Source: an optimization exercise on an open RTL-to-GDS flow (aim: small area). Production flows keep margins and buffers that such runs may drop. Only simulation tests tie the RTL to the original design; equivalence was not proved. Power figures rest on the tool's default switching activity, not on a simulated workload.

==> maple: inputs <==
==> flow/design.v (excerpt) <==
module mojo_top_0(clk, rst, vga_h_sync, vga_v_sync, vga_R, vga_G, vga_B, quadA, quadB);
clock: 5.0 ns
lec_check: 0
abc_area: 1
cap_margin: 20
core_margin: 2
core_utilization: 40
gpl_timing_driven: 0
slew_margin: 20
synth_memory_max_bits: 32768
standard.sh (not shown) runs the stock make flow with config.mk's settings and CLKGATE_MAP_FILE= SYNTH_SCRIPT=/design/flow/synth_recipe.tcl, a recipe that flattens the netlist after the stock synthesis.
==> flow/flow/run.sh <==
#!/bin/bash
# The standard layout (the standard.sh), except that ORFS's synthesis maps the
# logic with an area-oriented ABC script (flow/abc_area.script) instead of abc_area.script
# / abc_speed.script. Everything else (synth_recipe.tcl, the flow settings, the
# registers, floorplan, placement, routing) is left as standard.sh has it, except:
#  - the port buffers are sky130_fd_sc_hd__buf_1 (BUFFER_PORTS_ARGS),
#  - CTS inserts no dummy loads and clusters up to 32 sinks per buffer (CTS_ARGS).
set -euo pipefail
D=$(pwd)
sed "s|^source \$::env(SCRIPTS_DIR)/synth_preamble.tcl\$|&\nset abc_args [lreplace \$abc_args 1 1 $D/flow/abc_area.script]|" \
  "$FLOW_HOME/scripts/synth.tcl" > "$D/flow_synth.tcl"
grep -q "abc_args \[lreplace" "$D/flow_synth.tcl"
sed "s|source \$::env(SCRIPTS_DIR)/synth.tcl|source $D/flow_synth.tcl|" synth_recipe.tcl > "$D/my_synth.tcl"
grep -q "flow_synth.tcl" "$D/my_synth.tcl"
sed "s|SYNTH_SCRIPT=[^ ]*|SYNTH_SCRIPT=$D/my_synth.tcl|" standard.sh > "$D/my_standard.sh"
grep -q "SYNTH_SCRIPT=$D/my_synth.tcl" "$D/my_standard.sh"
bash "$D/my_standard.sh" \
  "BUFFER_PORTS_ARGS=-buffer_cell sky130_fd_sc_hd__buf_1" \
  "CTS_ARGS=-sink_clustering_enable -sink_clustering_size 32 -sink_clustering_max_diameter 200 -repair_clock_nets -dont_use_dummy_load" \
  finish > "$D/make.log" 2>&1
==> flow/flow/abc_area.script <==
strash
dch -f
map -a
topo
==> garnet (differences from maple) <==
==> flow/run.sh (new file) <==
#!/bin/bash
# synth_recipe.tcl (not shown) runs the flow's synth.tcl, then flattens the netlist and writes it again
# the make line also repeats each setting of config.mk as NAME=value (left out here)
make -C /OpenROAD-flow-scripts/flow DESIGN_CONFIG=/design/flow/config.mk WORK_HOME=/design/flow/orfs CLKGATE_MAP_FILE= SYNTH_SCRIPT=/design/flow/synth_recipe.tcl finish
--- a/flow/config.mk
+++ b/flow/config.mk
@@ -11,3 +11,2 @@
 export CORE_UTILIZATION = 40
-export GPL_TIMING_DRIVEN = 0
 export SLEW_MARGIN = 20
removed: flow/flow/run.sh
removed: flow/flow/abc_area.script
removed: flow/standard.sh
==> xenon (differences from maple) <==
--- a/flow/flow/run.sh
+++ b/flow/flow/run.sh
@@ -3,3 +3,4 @@
 # logic with an area-oriented ABC script (flow/abc_area.script) instead of abc_area.script
-# / abc_speed.script. Everything else (synth_recipe.tcl, the flow settings, the
+# / abc_speed.script, and leaves adders to ABC too (ADDER_MAP_FILE empty: no extract_fa
+# into half/full-adder cells). Everything else (synth_recipe.tcl, the flow settings, the
 # registers, floorplan, placement, routing) is left as standard.sh has it, except:
@@ -17,2 +18,3 @@
 bash "$D/my_standard.sh" \
+  "ADDER_MAP_FILE=" \
   "BUFFER_PORTS_ARGS=-buffer_cell sky130_fd_sc_hd__buf_1" \
==> flow/flow/abc_area.script (replaced) <==
&get -n
&st
&dch -f
&nf -a -p -F 8 -A 8 -R 1000
&put
topo
==> comparison <==
- Flip-flop and latch count is the same in maple and xenon.
- Against garnet, the non-clock buffer count of maple is higher by 1.
- Global-route usage: maple > garnet > xenon.
- Synthesized cell count: xenon < maple < garnet.
- Total power: garnet is larger than xenon (15%).
- Of xenon and maple, xenon has the higher sequential share of layout area (gap 2.2 points).
- Routed wire length, highest first: garnet, maple, xenon.
- Final cell count, highest first: garnet, maple, xenon.
- In sequential power, maple and xenon hardly differ.
- In count of clock-buffer cells in the layout, maple and xenon do not differ.
- Of maple and garnet, garnet has the higher maximum frequency (gap about 34%, measured against garnet).

========
==> 03-03 <==
mojo_top_0 again, from the RTL that the note above started with.
Settings: LEC_CHECK=0, ABC_AREA=1, CAP_MARGIN=20, CORE_MARGIN=2, CORE_UTILIZATION=40, SLEW_MARGIN=20, SYNTH_MEMORY_MAX_BITS=32768; clock period 5.0 ns.
==> flow/flow/run.sh <==
#!/bin/bash
# The standard layout (the standard.sh), except that ORFS's synthesis maps the
# logic with an area-oriented ABC script (flow/abc_area.script) instead of abc_area.script
# / abc_speed.script. Everything else (synth_recipe.tcl, the flow settings, the
# registers, floorplan, placement, routing) is left as standard.sh has it, except:
#  - the port buffers are sky130_fd_sc_hd__buf_1 (BUFFER_PORTS_ARGS),
#  - CTS inserts no dummy loads (CTS_ARGS adds -dont_use_dummy_load).
set -euo pipefail
D=$(pwd)
sed "s|^source \$::env(SCRIPTS_DIR)/synth_preamble.tcl\$|&\nset abc_args [lreplace \$abc_args 1 1 $D/flow/abc_area.script]|" \
  "$FLOW_HOME/scripts/synth.tcl" > "$D/flow_synth.tcl"
grep -q "abc_args \[lreplace" "$D/flow_synth.tcl"
sed "s|source \$::env(SCRIPTS_DIR)/synth.tcl|source $D/flow_synth.tcl|" synth_recipe.tcl > "$D/my_synth.tcl"
grep -q "flow_synth.tcl" "$D/my_synth.tcl"
sed "s|SYNTH_SCRIPT=[^ ]*|SYNTH_SCRIPT=$D/my_synth.tcl|" standard.sh > "$D/my_standard.sh"
grep -q "SYNTH_SCRIPT=$D/my_synth.tcl" "$D/my_standard.sh"
bash "$D/my_standard.sh" \
  "BUFFER_PORTS_ARGS=-buffer_cell sky130_fd_sc_hd__buf_1" \
  "CTS_ARGS=-sink_clustering_enable -repair_clock_nets -dont_use_dummy_load" \
  finish > "$D/make.log" 2>&1
==> flow/flow/abc_area.script <==
strash
dch -f
map -a
topo
==> 12-09: changes against 03-03 <==
--- a/flow/flow/run.sh
+++ b/flow/flow/run.sh
@@ -4,5 +4,3 @@
 # / abc_speed.script. Everything else (synth_recipe.tcl, the flow settings, the
-# registers, floorplan, placement, routing) is left as standard.sh has it, except:
-#  - the port buffers are sky130_fd_sc_hd__buf_1 (BUFFER_PORTS_ARGS),
-#  - CTS inserts no dummy loads (CTS_ARGS adds -dont_use_dummy_load).
+# registers, floorplan, placement, CTS, routing) is left as standard.sh has it.
 set -euo pipefail
@@ -16,5 +14,2 @@
 grep -q "SYNTH_SCRIPT=$D/my_synth.tcl" "$D/my_standard.sh"
-bash "$D/my_standard.sh" \
-  "BUFFER_PORTS_ARGS=-buffer_cell sky130_fd_sc_hd__buf_1" \
-  "CTS_ARGS=-sink_clustering_enable -repair_clock_nets -dont_use_dummy_load" \
-  finish > "$D/make.log" 2>&1
+bash "$D/my_standard.sh" > "$D/make.log" 2>&1
==> notes <==
03-03 went through all stages and came out clean. 12-09 went through all stages and came out clean. In area after synthesis, 12-09 and 03-03 do not differ. Between 03-03 and 12-09, the lower via count is in 03-03 (gap 0.58%, measured against 12-09). Of 03-03 and 12-09, 12-09 has the higher wire length (gap 0.85%, measured against 12-09). Of 12-09 and 03-03, 03-03 has the higher first-iteration DRC count (gap about 18%, measured against 03-03). Against 12-09, the hold slack of 03-03 is better by 0.0024 ns. In 12-09 the maximum frequency is smaller than in 03-03, by 1.5%. Global-route usage: 03-03 is lower than 12-09 (0.63 points). Between 03-03 and 12-09, the lower register-to-register slack is in 12-09 (gap 0.06 ns). In synthesized cell count, 12-09 and 03-03 do not differ.

[static timing again, ports no longer ideal]
The flow's constraints put no driver on any port. The routed layouts listed below were extracted and timed again, unchanged, in two steps. Step 1 assumes that a clkbuf_16 drives the clock port and a buf_2 every other input. Step 2 adds t to the input delays and takes it off the output delays; t is the mean of the earliest and latest rising clock arrival at the registers after step 1. Input paths then give back, and output paths get back, about the clock's delay inside the block. Slacks: no drivers / after step 1 / after step 2; pairs: no drivers / after step 1.
run	t (ns)	setup WS [ns]	hold slack, ns	clock arrival spread, ns
maple	0.292	0.299 / 0.299 / 0.299	0.473 / 0.473 / 0.473	0.004 / 0.004
garnet	0.287	1.891 / 1.891 / 1.891	0.482 / 0.482 / 0.482	0.002 / 0.001
xenon	0.279	0.559 / 0.559 / 0.559	0.499 / 0.499 / 0.499	0.002 / 0.002
03-03	0.283	0.749 / 0.749 / 0.749	0.476 / 0.476 / 0.476	0.002 / 0.003
12-09	0.293	0.685 / 0.685 / 0.685	0.473 / 0.473 / 0.473	0.004 / 0.004
After both steps every run listed still meets setup and hold.
